This is an optimization exercise on Yosys and OpenROAD, whose aim is small area, a short achievable clock period and few clock cycles per item, not a production implementation.
At most, simulation tests tie the RTL to the original design; equivalence was not proved.
No functional check of the RTL was part of run 4.
Power figures rest on the tool's default switching activity, not on a simulated workload.

==> flow/design.v (outline; a module is shown in full before it is edited, if it fits) <==
// module pp_nand2: 3 lines
// module pp_nor2: 3 lines
// module pp_inv: 3 lines
// module pp_aoi21: 3 lines
// module pp_oai21: 3 lines
// module pp_xor2: 3 lines
// module pp_xnor2: 3 lines
// module pp_nand3: 3 lines
// module pp_nor3: 3 lines
// module pp_mux2i: 3 lines
// module pp_add69: 1503 lines
// module pp_add8: 107 lines
// module mips_div64: 147 lines
module mips_div64(
  input  logic         clk,
  input  logic         reset,
  input  logic [63:0]  srcA,
  input  logic [63:0]  srcB,
  input  logic [4:0]   rob_ptr_in,
  input  logic [1:0]   hilo_prf_ptr_in,
  input  logic         is_signed_div,
  input  logic         start_div,
  output logic [127:0] y,
  output logic [4:0]   rob_ptr_out,
  output logic [1:0]   hilo_prf_ptr_out,
  output logic         ready,
  output logic         complete
);
  // ...
==> flow/flow/run.sh <==
#!/bin/bash
# Standard ORFS layout (the standard.sh) with one change to how it is
# made: the port buffers use the smallest buffer cell instead of the delay
# buffer buffer_ports picks by default.  All of make's output goes to
# standard_flow.log here.
set -euo pipefail
export BUFFER_PORTS_ARGS="-buffer_cell sky130_fd_sc_hd__buf_1"
bash standard.sh > standard_flow.log 2>&1
==> flow/standard.sh <==
#!/bin/bash
# synth_recipe.tcl (not shown) runs the flow's synth.tcl, then flattens the netlist and writes it again
# the make line also repeats each setting of config.mk as NAME=value (left out here)
make -C /OpenROAD-flow-scripts/flow DESIGN_CONFIG=/design/flow/config.mk WORK_HOME=/design/flow/orfs CLKGATE_MAP_FILE= SYNTH_SCRIPT=/design/flow/synth_recipe.tcl "${@:-finish}"
==> flow/config.mk <==
export PLATFORM = sky130hd
export DESIGN_NAME = mips_div64
export DESIGN_NICKNAME = mips_div64
export VERILOG_FILES = /design/flow/design.v
export SDC_FILE = /design/flow/constraint.sdc
export NUM_CORES = 4
export LEC_CHECK = 0
export CAP_MARGIN = 20
export CORE_MARGIN = 2
export CORE_UTILIZATION = 40
export CTS_BUF_LIST = sky130_fd_sc_hd__clkbuf_4 sky130_fd_sc_hd__clkbuf_8
export SETUP_SLACK_MARGIN = 0.7
export SLEW_MARGIN = 20
export SYNTH_HIERARCHICAL = 1
==> flow/constraint.sdc <==
create_clock -name core_clock -period 4.0 [get_ports {clk}]
set_input_delay 0.8000 -clock core_clock [delete_from_list [all_inputs] [get_ports {clk}]]
set_output_delay 0.8000 -clock core_clock [all_outputs]
set_load 0.01 [all_outputs]
==> results.toml, run 1 <==
[placed_design]
port_buffers = 275
place_area_sq_um = 22340

[routing]
wl_per_cell_um = 20.76
viasPerCell = 5.644

[cts]
cts_tree = "yes"
clk_latency_ps = 630

[global_routing]
grt_pass1_wl_mm = 111.2
antenna_found_initial = 1
grtUsageMet2 = 0.4631
grt_use_met3 = 0.04192

[worst_setup_path]
r2r-start = "r_qneg$_DFFE_PP_"
r2r_slack_ps = 830
crit_path_frequent_cell = "o21ai_1"

[layout]
final_common_cell = "nand2_1"
fin_util = 0.4740
clk_share = 0.04226
multi_input_area_sq_um = 13800
largest_class = "multi-input combinational cells"

[sta]
slew_violations = 0
maxSlewHeadroom = 0.3163
tightest_slew_ps = 1023

[pwr]
pg_seq_mw = 4.55
p_comb_frac = 0.615
vdd_ir_drop_max_mv = 0.4686
p_seq_frac = 0.242

[outcome]
outcome = "finished clean"
Testbench counts, summed over its fixed seeds: cycles 34,475, items 2,400.
==> run 2, diff against run 1 <==
--- a/flow/config.mk
+++ b/flow/config.mk
@@ -8,7 +8,6 @@
 export CAP_MARGIN = 20
 export CORE_MARGIN = 2
 export CORE_UTILIZATION = 40
-export CTS_BUF_LIST = sky130_fd_sc_hd__clkbuf_4 sky130_fd_sc_hd__clkbuf_8
-export SETUP_SLACK_MARGIN = 0.7
+export SETUP_SLACK_MARGIN = 0.45
 export SLEW_MARGIN = 20
 export SYNTH_HIERARCHICAL = 1
==> run 2 against run 1 <==
Effect of this change:
- still clean
- power shrank 3.1%
- synthesized area stayed put
- critical path depth unchanged
- sequential share of layout area up 0.35 points
- clock skew shrank 21 ps
- non-clock buffer count increased by 3
- setup slack lost 190 ps
- routed wire length shrank 1.4%
- first-iteration DRC count grew 14%
- highest routed layer unchanged
==> results.toml, run 2 <==
[outcome]
outcome = "finished clean"

[routing]
wl_per_cell_um = 20.61
ant_nets = 0
first_iter_violations = 1799
first_pass_iters = 6
viasPerCell = 5.673
vias = 20050
drc = 0
drt-total-wl_mm = 72.85

[worst_setup_path]
cp_max_fo = 7
cp-startpoint = "srcA[9]"
worst_setup_path_end_kind = "register"
worstSetupStartpointType = "input port"
crit_path_frequent_cell = "o21ai_1"
max_stage_delay_ps = 480
r2r-start = "r_R[0]$_DFFE_PP_"
worstPathRequired_ps = 4450
worst_path_max_delay_cell = "or4_1"
crit_chain = "buf_1 -> or4_1 -> o22ai_1 -> o21ai_0 -> o311ai_0 -> buf_4 -> a32oi_1 -> a22oi_2 -> nor2_1 -> o21ai_1 -> a21oi_2 -> o21ai_1 -> xor2_1 -> nand2b_1"
critPathKind = "in2reg"
arrival_ps = 3860

[cts]
root_buffer = "clkbuf_16"
hold_buffers = 0
htreeDepth = 1
clock-sinks = 221
cts_tree = "yes"
clk_latency_ps = 570
clockBufferDepth = 3
cts_made_buffers = 28
cts.clk_slew.worst_paths_ps = 60

[global_routing]
grt_pass1_vias = 19440
overflow = 0
grt.total_usage = 0.2679
grt_pass1_wl_mm = 110.6
grt_max_degree = 84
antenna_found_initial = 0

[pwr]
p_leak_nw = 8.980
p_seq_frac = 0.246
p_comb_frac = 0.614
clkPwrFrac = 0.140
switching_power_mw = 8.802
power_density_nw_per_um2 = 783.4
p_int_mw = 9.426
vdd_ir_drop_max_mv = 0.4598
p_sw_frac = 0.4829

[sta]
final.setup.worst_slack_ps = 596.6
tightest_slew_ps = 1092
rsz0062_at_grt = "no"
maxSlewHeadroom = 0.2720
fmax_mhz = 293.8
tns_ps = 0
skew_ps = 12.82
setup_viol = 0
min_period_ps = 3403
hold_violations = 0
slew_violations = 0
fin_crit_sh = 0.8509

[placed_design]
post-dp-hpwl_mm = 56.74
pre_cts_ws_ps = 82.16
gp_congestion = 0.9921
port_buffers = 275

[floorplan]
boundaryPins = 276
die_w_um = 228.4
num_rows = 82
start_util = 0.4031
die_y_um = 228.4
core_area_sq_um = 49970
dieArea_sq_um = 52160

[layout]
area_delta_synth_final_pct = 15.54
fin_nets = 3014
top_register = "r_D"
drive_gt1_frac = 0.1526
final_common_cell = "nand2_1"
antenna_cells = 0
largest_reg_flops = 69
mostFrequentLayoutCells = "nand2_1 (408), buf_1 (275), nor2_1 (240), xnor2_1 (180), inv_1 (159)"
reg_top3 = "r_D: 69 flops, r_R: 65 flops, r_Q: 64 flops"

[logic_synthesis]
synth.avg_cell_area_sq_um = 7.800
syn-cell-area_sq_um = 20140
syn_inst = 2582
yosysWarningCount = 8

[min_path]
worstHoldStart = "hilo_prf_ptr_in[0]"
min_path_type = "in2reg"

[run]
max_cap_viol_count = 0
## run 2: critical path, delay by kind of cell
family	cells	cell delay [ps]
compound gates	8	1940
xor+xnor	1	80
buf+inv	2	330
simple gates	3	710
## run 2: final cells by class
| type | count | area [sq um] |
|---|---|---|
| clock buffers | 42 | 844.6 |
| inverters | 162 | 610.6 |
| multi-input cells | 2007 | 13470 |
| clock inverters | 9 | 90.09 |
| fillers | 4999 | 26700 |
| flip-flops and latches | 221 | 5185 |
| well taps | 672 | 840.8 |
| repair buffers | 422 | 2223 |
## run 2: timing repair
action	4_1_cts	5_1_grt
resized for setup	0	6
buffers inserted	0	2
setup endpoints to repair	0	13
## run 2: routing by layer
metal,global-route usage,vias up,wire length [um]
met4,0.1481,0,4413
met3,0.03530,181,4688
met1,0.3265,9517,29000
met5,0,-,0
li1,-,9504,-
met2,0.4576,852,34750
## run 2: path summary, 6_finish.rpt
| check | end | slack, ps | depth (start not counted) |
|---|---|---|---|
| hold / removal | r_hilo[0]$_DFFE_PP_ | 390 | 1 |
| setup reg to reg | r_R[37]$_DFFE_PP_ | 620 | 13 |
| hold reg to reg | r_cnt[0]$_SDFF_PN1_ | 400 | 1 |
| setup / recovery | r_exit$_DFF_P_ | 600 | 14 |
## run 2: power by group through the flow
stage / combinational [mW] / clock (mW) / sequential, mW
5_1_grt: 12.2 / 2.70 / 4.56
3_5_place_dp: 11.0 / 0 / 4.51
3_3_place_gp: 10.8 / 0 / 4.49
4_1_cts: 11.1 / 2.61 / 4.47
2_1_floorplan: 8.55 / 0 / 4.11
6_report: 11.2 / 2.56 / 4.48
## run 2: through the flow
stage / power, mW / std cells / area (sq um) / utilization / hold WS [ps]
floorplan: 12.66 / 2586 / 20250 / - / 371.1
CTS: 18.14 / 3533 / 23240 / 0.4651 / 355.7
global route: 19.47 / 3535 / 23270 / 0.4657 / 371.8
finish: 18.23 / 3535 / 23270 / 0.4657 / 394.9
global placement: 15.32 / 3482 / 22310 / 0.4464 / 382.8
detailed placement: 15.50 / 3482 / 22310 / 0.4464 / 392.3
==> run 3, diff against run 2 <==
--- a/flow/config.mk
+++ b/flow/config.mk
@@ -8,6 +8,6 @@
 export CAP_MARGIN = 20
 export CORE_MARGIN = 2
 export CORE_UTILIZATION = 40
-export SETUP_SLACK_MARGIN = 0.45
+export SETUP_SLACK_MARGIN = 0.7
 export SLEW_MARGIN = 20
 export SYNTH_HIERARCHICAL = 1
==> run 3 against run 2 <==
Effect of this change:
- still clean
- routed wire length is 0.79% higher
- hold slack worse by 23 ps
- die area unchanged
- global-route usage increased by 0.13 points
- synthesized area unchanged
- sequential share of layout area fell by 0.33 points
- clock skew grew 5.4 ps
- register-to-register slack gained 220 ps
- sequential power is 2% higher
- critical endpoint unchanged
- highest routed layer is now met5
==> results.toml, run 3 <==
[layout]
top_register = "r_D"
area_delta_synth_final_pct = 17.54
fin_util = 0.4738
fin_nets = 3011
drive_gt1_frac = 0.1785
mostFrequentLayoutCells = "nand2_1 (408), buf_1 (274), nor2_1 (206), xnor2_1 (180), inv_1 (151)"
final_common_cell = "nand2_1"
reg_top3 = "r_D: 69 flops, r_R: 65 flops, r_Q: 64 flops"
largest_reg_flops = 69
postLayoutCellArea_sq_um = 23670

[pwr]
switching_power_mw = 9.073
p_int_mw = 9.678
p_sw_frac = 0.4839
p_leak_nw = 8.992
p_comb_frac = 0.615
power_density_nw_per_um2 = 792.1
p_seq_frac = 0.243
clkPwrFrac = 0.142
vdd_ir_drop_max_mv = 0.4574

[logic_synthesis]
syn_inst = 2582
yosysWarningCount = 8
syn-cell-area_sq_um = 20140
synth.avg_cell_area_sq_um = 7.800

[worst_setup_path]
worst-path-buf-inv = 2
r2r_end = "r_R[4]$_DFFE_PP_"
cp_max_fo = 4
max_stage_delay_ps = 580
arrival_ps = 3670
critPathKind = "in2reg"
r2r-start = "r_D[3]$_DFF_P_"
r2r_slack_ps = 840
cp_top_family = "simple AND/OR/NAND/NOR gates"
worst_setup_path_end_kind = "register"
worst_path_max_delay_cell = "or4_4"
worstSetupStartpointType = "input port"
crit_path_frequent_cell = "nor2_1"
crit_chain = "buf_1 -> inv_1 -> ha_1 -> nor4_4 -> nand3_2 -> or4_4 -> mux2_4 -> a21oi_4 -> nor2_1 -> nor2_1 -> a21oi_2 -> o21ai_1 -> xor2_1 -> nand2b_1"
worstPathRequired_ps = 4480
worst_r2r_path_depth = 13

[placed_design]
post-dp-hpwl_mm = 56.36
place_area_sq_um = 22340
port_buffers = 275
gp_congestion = 0.9394

[min_path]
min_path_cells = 1
min_to = "r_hilo[0]$_DFFE_PP_"
min_path_type = "in2reg"
worstHoldStart = "hilo_prf_ptr_in[0]"

[floorplan]
num_rows = 82
core_area_sq_um = 49970
start_util = 0.4031
die_w_um = 228.4
die_y_um = 228.4
dieArea_sq_um = 52160
boundaryPins = 276

[sta]
maxSlewHeadroom = 0.2979
fin_crit_sh = 0.7979
rsz0062_at_grt = "yes"
fmax_mhz = 313.3
min_period_ps = 3191
tightest_slew_ps = 1051
slew_violations = 0
hold_violations = 0
setup_viol = 0
tns_ps = 0
skew_ps = 18.21

[global_routing]
grt_max_degree = 152
overflow = 0
grt_pass1_wl_mm = 110.6
antenna_found_initial = 1
grt_pass1_vias = 19060
grt.total_usage = 0.2692

[run]
max_cap_viol_count = 0

[routing]
vias = 20000
first_iter_violations = 1601
viasPerCell = 5.657
wl_per_cell_um = 20.77
drc = 0
drt-total-wl_mm = 73.43
first_pass_iters = 5
ant_nets = 0

[cts]
clock-sinks = 221
clockBufferDepth = 3
root_buffer = "clkbuf_16"
clk_latency_ps = 590
cts_tree = "yes"
cts_made_buffers = 29
cts.clk_slew.worst_paths_ps = 60
htreeDepth = 1

[outcome]
outcome = "finished clean"
-- run 3: cell count changes in the layout (fill, tap and decap cells not counted), moves of 7 or more --
| cell | delta |
|---|---|
| dfxtp_2 | +9 |
| buf_4 | -7 |
| ha_1 | -8 |
| nor2_2 | +28 |
| inv_1 | -8 |
| dfxtp_1 | -9 |
| nor2_1 | -34 |
| ha_4 | +8 |
-- run 3: per-layer routing --
metal	GRT usage	share of wire	routed length, um
met5	0	0.00019	14
met4	0.1358	0.055	4041
met3	0.03680	0.061	4487
met2	0.4621	0.49	35680
met1	0.3304	0.40	29210
-- run 3: stage by stage --
step	total power [mW]	hold WS (ps)	std cells	setup slack (ps)
3_5_place_dp	15.63	387.0	3460	125.3
4_1_cts	18.42	348.9	3515	713.2
2_1_floorplan	12.72	371.1	2586	706.4
5_1_grt	19.99	374.9	3534	664.7
3_3_place_gp	15.42	386.9	3460	201.7
6_report	18.75	372.1	3535	808.5
-- run 3: worst max-delay path by stage --
stage	start	to	slack, ps	cells past startpoint
6_report	srcB[15]	r_exit$_DFF_P_	810	14
5_1_grt	srcB[55]	r_exit$_DFF_P_	660	14
4_1_cts	r_D[15]$_DFF_P_	r_R[6]$_DFFE_PP_	710	13
3_5_place_dp	srcB[4]	r_exit$_DFF_P_	130	14
3_3_place_gp	srcA[7]	r_exit$_DFF_P_	200	16
2_1_floorplan	srcB[46]	r_exit$_DFF_P_	710	13
-- run 3: final cells by class --
class                      count  area [sq um]
fill                        5009         26290
multi-input combinational   2007         13820
sequential                   221          5196
timing repair buffer         418          2223
tap                          672         840.8
clock buffer                  38         832.0
inverter                     162         621.8
clock inverter                16         140.1
antenna                        1         2.502
-- run 3: worst register-to-register path, cell delays in order (launching register included) --
cell	delay, ps
dfxtp_2	480
nor2_1	150
nor2_1	260
nand2_1	140
o21ai_4	310
a21oi_4	130
o21ai_4	230
a21oi_2	110
inv_1	100
a21oi_4	70
xnor2_4	150
buf_4	220
mux2i_4	320
buf_12	200
-- run 3: timing repair --
item / CTS / global route
setup endpoints to repair: 48 / 87
hold buffers: 0 / 0
pin swaps: 0 / 10
buffers inserted: 1 / 19
gates resized for setup: 3 / 65
-- run 3: power groups by stage --
stage	clock (mW)	combinational [mW]	sequential [mW]
after floorplan	0	8.62	4.11
after global placement	0	10.9	4.52
after detailed placement	0	11.1	4.54
after CTS	2.71	11.2	4.50
after global routing	2.80	12.5	4.64
final	2.66	11.5	4.56
==> module mips_div64, before the edit <==
module mips_div64(
  input  logic         clk,
  input  logic         reset,
  input  logic [63:0]  srcA,
  input  logic [63:0]  srcB,
  input  logic [4:0]   rob_ptr_in,
  input  logic [1:0]   hilo_prf_ptr_in,
  input  logic         is_signed_div,
  input  logic         start_div,
  output logic [127:0] y,
  output logic [4:0]   rob_ptr_out,
  output logic [1:0]   hilo_prf_ptr_out,
  output logic         ready,
  output logic         complete
);
   localparam integer LG_G = 2;
   localparam integer G = 1 << LG_G;
   localparam integer DW = 66 + G - 1;
   localparam logic [1:0] IDLE = 2'd0, SETUP = 2'd1, ITER = 2'd2, DONE = 2'd3;
   logic [1:0]    r_state;
   logic [64:0]   r_R;        
   logic [DW-1:0] r_D;        
   logic [63:0]   r_Q;        
   logic [7:0]    r_k;        
   logic [5:0]    r_cnt;
   logic          r_negA, r_qneg, r_exit;
   logic          r_z0;       
   logic [4:0]    r_rob;
   logic [1:0]    r_hilo;
   function automatic logic [6:0] clz64(input logic [63:0] x);
      logic [15:0] v1; logic [31:0] c1;    
      logic [3:0]  v2; logic [15:0] c2;    
      logic        v3; logic [5:0]  c3;
      for (int i = 0; i < 16; i++) begin
         v1[i] = |x[4*i +: 4];
         c1[2*i+1] = ~x[4*i+3] & ~x[4*i+2];
         c1[2*i]   = ~x[4*i+3] & (x[4*i+2] | ~x[4*i+1]);
      end
      for (int i = 0; i < 4; i++) begin
         v2[i] = |v1[4*i +: 4];
         c2[4*i+3] = ~v1[4*i+3] & ~v1[4*i+2];
         c2[4*i+2] = ~v1[4*i+3] & (v1[4*i+2] | ~v1[4*i+1]);
         c2[4*i +: 2] = v1[4*i+3] ? c1[2*(4*i+3) +: 2] :
                        v1[4*i+2] ? c1[2*(4*i+2) +: 2] :
                        v1[4*i+1] ? c1[2*(4*i+1) +: 2] : c1[2*(4*i) +: 2];
      end
      v3 = |v2;
      c3[5] = ~v2[3] & ~v2[2];
      c3[4] = ~v2[3] & (v2[2] | ~v2[1]);
      c3[3:0] = v2[3] ? c2[12 +: 4] : v2[2] ? c2[8 +: 4] : v2[1] ? c2[4 +: 4] : c2[0 +: 4];
      clz64 = v3 ? {1'b0, c3} : 7'd64;
   endfunction
   logic        sA, sB, qn, bz, ubigA, ubigB;
   logic [6:0]  cA, lsB0, lsB;
   logic [7:0]  k_in;
   assign sA    = is_signed_div & srcA[63];
   assign sB    = is_signed_div & srcB[63];
   assign qn    = sA ^ sB;
   assign bz    = ~|srcB;
   assign ubigA = ~is_signed_div & srcA[63];
   assign ubigB = ~is_signed_div & srcB[63];
   assign cA    = clz64({srcA[63:1] ^ srcA[62:0], 1'b1});
   assign lsB0  = clz64({1'b0, srcB[63:1] ^ srcB[62:0]});
   assign lsB   = ubigB ? 7'd0 : {1'b0, lsB0[5:0] | {6{lsB0[6]}}};
   pp_add8 u_k (.a({1'b0, lsB}), .b(~{1'b0, cA & {7{~ubigA}}}), .cin(srcA[63]), .s(k_in));
   logic [DW-1:0] d_lv [LG_G:6];
   logic          fill;
   assign fill       = ~r_qneg;
   assign d_lv[LG_G] = {r_D[DW-G:0], {(G-1){fill}}};
   for (genvar l = LG_G; l < 6; l++) begin : g_sh
      assign d_lv[l+1] = r_k[l] ? {d_lv[l][DW-1-(1<<l):0], {(1<<l){fill}}} : d_lv[l];
   end
   logic [DW-1:0] xs, sum;
   logic          cin, zero, acc;
   assign xs  = {{(DW-65){r_R[64]}}, r_R};
   assign cin = ~r_qneg;
   logic zero_n;
   pp_add69 u_add (.a(xs), .b(r_D), .cin(cin), .s(sum), .zn(zero_n));
   assign zero = ~zero_n;
   assign acc = (r_negA ? (sum[DW-1] | zero) : ~sum[DW-1]) & ~r_z0;
   logic start, setup_sub;
   assign start     = (r_state == IDLE) & start_div;
   assign setup_sub = (r_state == SETUP) & r_qneg & ~r_exit;
   always_ff @(posedge clk) begin
      if (reset) begin
         r_state <= IDLE;
      end else begin
         case (r_state)
           IDLE:  if (start_div) r_state <= SETUP;
           SETUP: r_state <= r_exit ? IDLE : ITER;
           ITER:  if (r_z0 | (r_cnt == 6'd0)) r_state <= DONE;
           DONE:  r_state <= IDLE;
         endcase
      end
   end
   logic upd, en_neg, en_pos;
   logic [3:0] en_R;
   assign upd    = (setup_sub | (r_state == ITER)) & ~r_z0;
   assign en_neg = start | (upd & r_negA);
   assign en_pos = start | (upd & (~r_negA | zero));
   for (genvar i = 0; i < 4; i++) begin : g_en
      pp_mux2i u_en (.s(sum[DW-1]), .a(~en_neg), .b(~en_pos), .y(en_R[i]));
   end
   always_ff @(posedge clk) begin
      r_k    <= k_in;
      r_exit <= bz | k_in[7];
   end
   always_ff @(posedge clk) begin
      if (start) begin
         r_negA <= sA;
         r_qneg <= qn;
         r_rob  <= rob_ptr_in;
         r_hilo <= hilo_prf_ptr_in;
      end
      for (int i = 0; i < 4; i++)
        if (en_R[i])
          r_R[16*i +: 16] <= start ? srcA[16*i +: 16] : sum[16*i +: 16];
      if (en_R[3])
        r_R[64] <= start ? sA : sum[64];
      r_z0 <= setup_sub & ~acc;
      if (r_state == SETUP)
        r_cnt <= r_k[5:0] | (G - 1);
      else
        r_cnt <= r_cnt - 6'd1;
   end
   always_ff @(posedge clk) begin
      if (start)
        r_D <= {{(DW-64){sB}}, srcB} ^ {DW{~qn}};
      else if (r_state == SETUP)
        r_D <= d_lv[6];
      else
        r_D <= {r_D[DW-1], r_D[DW-1:1]};
      if (start)
        r_Q <= bz ? (qn ? 64'd1 : '1) : '0;
      else if (r_state == SETUP)
        r_Q <= {64{r_qneg}};
      else if (r_z0)
        r_Q <= '0;
      else
        r_Q <= {r_Q[62:0], acc ^ r_qneg};
   end
   assign complete         = (r_state == DONE) | ((r_state == SETUP) & r_exit);
   assign ready            = (r_state == IDLE) & ~start_div;
   assign y                = {r_R[63:0], r_Q};
   assign rob_ptr_out      = r_rob;
   assign hilo_prf_ptr_out = r_hilo;
endmodule
==> run 4, diff against run 3 <==
--- a/flow/design.v
+++ b/flow/design.v
@@ -1667,29 +1667,6 @@
    logic          r_z0;       
    logic [4:0]    r_rob;
    logic [1:0]    r_hilo;
-   function automatic logic [6:0] clz64(input logic [63:0] x);
-      logic [15:0] v1; logic [31:0] c1;    
-      logic [3:0]  v2; logic [15:0] c2;    
-      logic        v3; logic [5:0]  c3;
-      for (int i = 0; i < 16; i++) begin
-         v1[i] = |x[4*i +: 4];
-         c1[2*i+1] = ~x[4*i+3] & ~x[4*i+2];
-         c1[2*i]   = ~x[4*i+3] & (x[4*i+2] | ~x[4*i+1]);
-      end
-      for (int i = 0; i < 4; i++) begin
-         v2[i] = |v1[4*i +: 4];
-         c2[4*i+3] = ~v1[4*i+3] & ~v1[4*i+2];
-         c2[4*i+2] = ~v1[4*i+3] & (v1[4*i+2] | ~v1[4*i+1]);
-         c2[4*i +: 2] = v1[4*i+3] ? c1[2*(4*i+3) +: 2] :
-                        v1[4*i+2] ? c1[2*(4*i+2) +: 2] :
-                        v1[4*i+1] ? c1[2*(4*i+1) +: 2] : c1[2*(4*i) +: 2];
-      end
-      v3 = |v2;
-      c3[5] = ~v2[3] & ~v2[2];
-      c3[4] = ~v2[3] & (v2[2] | ~v2[1]);
-      c3[3:0] = v2[3] ? c2[12 +: 4] : v2[2] ? c2[8 +: 4] : v2[1] ? c2[4 +: 4] : c2[0 +: 4];
-      clz64 = v3 ? {1'b0, c3} : 7'd64;
-   endfunction
    logic        sA, sB, qn, bz, ubigA, ubigB;
    logic [6:0]  cA, lsB0, lsB;
    logic [7:0]  k_in;
@@ -1699,8 +1676,8 @@
    assign bz    = ~|srcB;
    assign ubigA = ~is_signed_div & srcA[63];
    assign ubigB = ~is_signed_div & srcB[63];
-   assign cA    = clz64({srcA[63:1] ^ srcA[62:0], 1'b1});
-   assign lsB0  = clz64({1'b0, srcB[63:1] ^ srcB[62:0]});
+   clz64 u_clzA (.x({srcA[63:1] ^ srcA[62:0], 1'b1}), .n(cA));
+   clz64 u_clzB (.x({1'b0, srcB[63:1] ^ srcB[62:0]}), .n(lsB0));
    assign lsB   = ubigB ? 7'd0 : {1'b0, lsB0[5:0] | {6{lsB0[6]}}};
    pp_add8 u_k (.a({1'b0, lsB}), .b(~{1'b0, cA & {7{~ubigA}}}), .cin(srcA[63]), .s(k_in));
    logic [DW-1:0] d_lv [LG_G:6];
@@ -1785,3 +1762,28 @@
    assign rob_ptr_out      = r_rob;
    assign hilo_prf_ptr_out = r_hilo;
 endmodule
+module clz64(input logic [63:0] x, output logic [6:0] n);
+always_comb begin : b
+   logic [15:0] v1; logic [31:0] c1;    
+   logic [3:0]  v2; logic [15:0] c2;    
+   logic        v3; logic [5:0]  c3;
+   for (int i = 0; i < 16; i++) begin
+      v1[i] = |x[4*i +: 4];
+      c1[2*i+1] = ~x[4*i+3] & ~x[4*i+2];
+      c1[2*i]   = ~x[4*i+3] & (x[4*i+2] | ~x[4*i+1]);
+   end
+   for (int i = 0; i < 4; i++) begin
+      v2[i] = |v1[4*i +: 4];
+      c2[4*i+3] = ~v1[4*i+3] & ~v1[4*i+2];
+      c2[4*i+2] = ~v1[4*i+3] & (v1[4*i+2] | ~v1[4*i+1]);
+      c2[4*i +: 2] = v1[4*i+3] ? c1[2*(4*i+3) +: 2] :
+                     v1[4*i+2] ? c1[2*(4*i+2) +: 2] :
+                     v1[4*i+1] ? c1[2*(4*i+1) +: 2] : c1[2*(4*i) +: 2];
+   end
+   v3 = |v2;
+   c3[5] = ~v2[3] & ~v2[2];
+   c3[4] = ~v2[3] & (v2[2] | ~v2[1]);
+   c3[3:0] = v2[3] ? c2[12 +: 4] : v2[2] ? c2[8 +: 4] : v2[1] ? c2[4 +: 4] : c2[0 +: 4];
+   n = v3 ? {1'b0, c3} : 7'd64;
+end
+endmodule
==> run 4 against run 3 <==
Effect of this change:
- final area rose by 0.12%
- synthesized area rose by 0.51%
- power rose by 15%
- synthesized cell count fell by 0.50%
- final cell count did not move
- clock power fell by 2%
- critical path type is now reg2reg
- highest routed layer is now met4
==> results.toml, run 4 <==
[routing]
first_iter_violations = 1643
ant_nets = 0
vias = 20090
wl_per_cell_um = 21.31
first_pass_iters = 6
viasPerCell = 5.683
drt-total-wl_mm = 75.34
drc = 0

[worst_setup_path]
cp_top_family = "compound AO/OA/AOI/OAI gates"
cp_max_fo = 16
cp.depth = 13
r2r_end = "r_R[29]$_DFFE_PP_"
worstPathRequired_ps = 4290
worst_path_max_delay_cell = "dfxtp_1"
worst_setup_path_end_kind = "register"
r2r_slack_ps = 810
worstSetupStartpointType = "register"
worst-path-buf-inv = 3
worst_r2r_path_depth = 13
critPathKind = "reg2reg"
crit_chain = "nor2_2 -> nor2_1 -> nand2_1 -> o21ai_4 -> a21oi_4 -> o21ai_4 -> a21oi_4 -> inv_1 -> a21oi_4 -> xnor2_4 -> buf_6 -> mux2i_4 -> buf_12"
arrival_ps = 3470
crit_path_frequent_cell = "a21oi_4"
max_stage_delay_ps = 530
r2r-start = "r_D[4]$_DFF_P_"

[cts]
htreeDepth = 1
cts.clk_slew.worst_paths_ps = 60
cts_made_buffers = 29
clk_latency_ps = 600
clockBufferDepth = 3
clock-sinks = 221
cts_tree = "yes"
hold_buffers = 0
root_buffer = "clkbuf_16"

[min_path]
worstHoldStart = "rob_ptr_in[3]"
min_to = "r_rob[3]$_DFFE_PP_"
min_path_cells = 1
min_path_type = "in2reg"

[sta]
hold_violations = 0
fin_crit_sh = 0.7966
setup_viol = 0
slew_violations = 0
tns_ps = 0
rsz0062_at_grt = "no"
min_period_ps = 3186
maxSlewHeadroom = 0.2647
tightest_slew_ps = 1099
skew_ps = 28.66
fmax_mhz = 313.9

[logic_synthesis]
syn-cell-area_sq_um = 20240
synth.avg_cell_area_sq_um = 7.879
yosysWarningCount = 9
syn_inst = 2569

[global_routing]
grt_pass1_vias = 19420
overflow = 0
grt_pass1_wl_mm = 112.9
antenna_found_initial = 0
grt_max_degree = 143
grt.total_usage = 0.2742

[pwr]
power_density_nw_per_um2 = 913.0
p_leak_nw = 9.196
power_mw = 21.64
vdd_ir_drop_max_mv = 0.6319

[floorplan]
num_rows = 82
core_area_sq_um = 50070
boundaryPins = 276
die_y_um = 229.0
dieArea_sq_um = 52420
die_w_um = 229.0
start_util = 0.4043

[placed_design]
gp_congestion = 0.9710
place_area_sq_um = 22150
post-dp-hpwl_mm = 58.20
port_buffers = 275

[layout]
final_common_cell = "nand2_1"
top_register = "r_D"
largest_reg_flops = 69
area_delta_synth_final_pct = 17.09
mostFrequentLayoutCells = "nand2_1 (408), buf_1 (271), o21ai_1 (217), nor2_1 (207), xor2_1 (206)"
antenna_cells = 0
drive_gt1_frac = 0.1736
fin_util = 0.4734
n_fill_cell = 5078
register_area_sq_um = 5206
postLayoutCellArea_sq_um = 23700
multi_input_area_sq_um = 13960
fin_nets = 3015
reg_top3 = "r_D: 69 flops, r_R: 65 flops, r_Q: 64 flops"

[outcome]
outcome = "finished clean"

[run]
max_cap_viol_count = 0
==> run 4: how the worst max path moves through the flow <==
stage                      startpoint           endpoint  slack, ps
floorplan            r_qneg$_DFFE_PP_  r_R[48]$_DFFE_PP_        610
global placement             srcA[30]     r_exit$_DFF_P_       -250
detailed placement           srcA[30]     r_exit$_DFF_P_       -200
CTS                    r_D[3]$_DFF_P_  r_R[30]$_DFFE_PP_        710
global route        r_R[12]$_DFFE_PP_     r_Q[0]$_DFF_P_        680
finish                 r_D[4]$_DFF_P_  r_R[29]$_DFFE_PP_        810
==> run 4: what timing repair did <==
action,4_1_cts,5_1_grt
resized for setup,9,94
setup endpoints to repair,73,82
pin swaps,2,19
buffers inserted,2,29
==> run 4: layout make-up <==
type | instances | share of cell area
inverters | 161 | 0.02571
multi-input cells | 2016 | 0.5888
well taps | 672 | 0.03547
clock buffers | 39 | 0.03569
repair buffers | 413 | 0.09043
flip-flops and latches | 221 | 0.2197
clock inverters | 13 | 0.004223
==> run 4: power breakdown <==
part	switching [mW]	internal, mW	total (mW)
Clock	1.11	1.49	2.60
Sequential	1.41	3.62	5.03
Combinational	8.36	5.65	14.0
==> run 4: worst reg2reg max path: stages, from the launching register on <==
cell     delay (ps)
dfxtp_1         530
nor2_2          110
nor2_1          220
nand2_1         130
o21ai_4         290
a21oi_4         140
o21ai_4         290
a21oi_4         120
inv_1           110
a21oi_4          80
xnor2_4         190
buf_6           190
mux2i_4         300
buf_12          190
==> run 4: routing by layer <==
metal | global-route usage | share of wire | vias up | wire length, um
li1 | - | - | 9394 | -
met1 | 0.3383 | 0.40 | 9614 | 30040
met2 | 0.4635 | 0.47 | 872 | 35520
met3 | 0.03231 | 0.063 | 209 | 4750
met4 | 0.1546 | 0.067 | 0 | 5027
met5 | 0 | 0 | - | 0
==> run 4: metrics by stage <==
stage                     setup WS [ps]  instances  hold WS, ps
after global routing              675.7       3535        362.5
final                             813.8       3535        372.8
after CTS                         709.9       3506        340.9
after floorplan                   614.4       2575        370.7
after detailed placement         -196.8       3452        397.4
after global placement           -245.7       3452        384.2

port drivers added, routing unchanged:
How much do the figures lean on ideal ports? The routed layouts below were timed once more, with nothing changed but the port constraints.
Step 1 assumes that a clkbuf_16 drives the clock port and a buf_2 every other input.
Step 2 moves the port delays by t, midway between the first and last clock arrival at a register: inputs arrive t later, outputs are due t later. That takes back most of the time a late clock gives input paths.
Slacks: no drivers / after step 1 / after step 2; pairs: no drivers / after step 1.
run | t (ns) | setup WS [ns] | worst slew at a driven data input, ns
run 1 | 0.671 | 0.788 / 0.818 / 0.147 | 0.06
run 2 | 0.623 | 0.597 / 0.622 / 0.009 | 0.08
run 3 | 0.639 | 0.809 / 0.838 / 0.200 | 0.06
run 4 | 0.647 | 0.814 / 0.814 / 0.227 | 0.06
After both steps setup and hold are still met in every run listed. The setup slack of run 1, which loses most, moves by +0.030 ns with the drivers and by -0.641 ns with both steps.
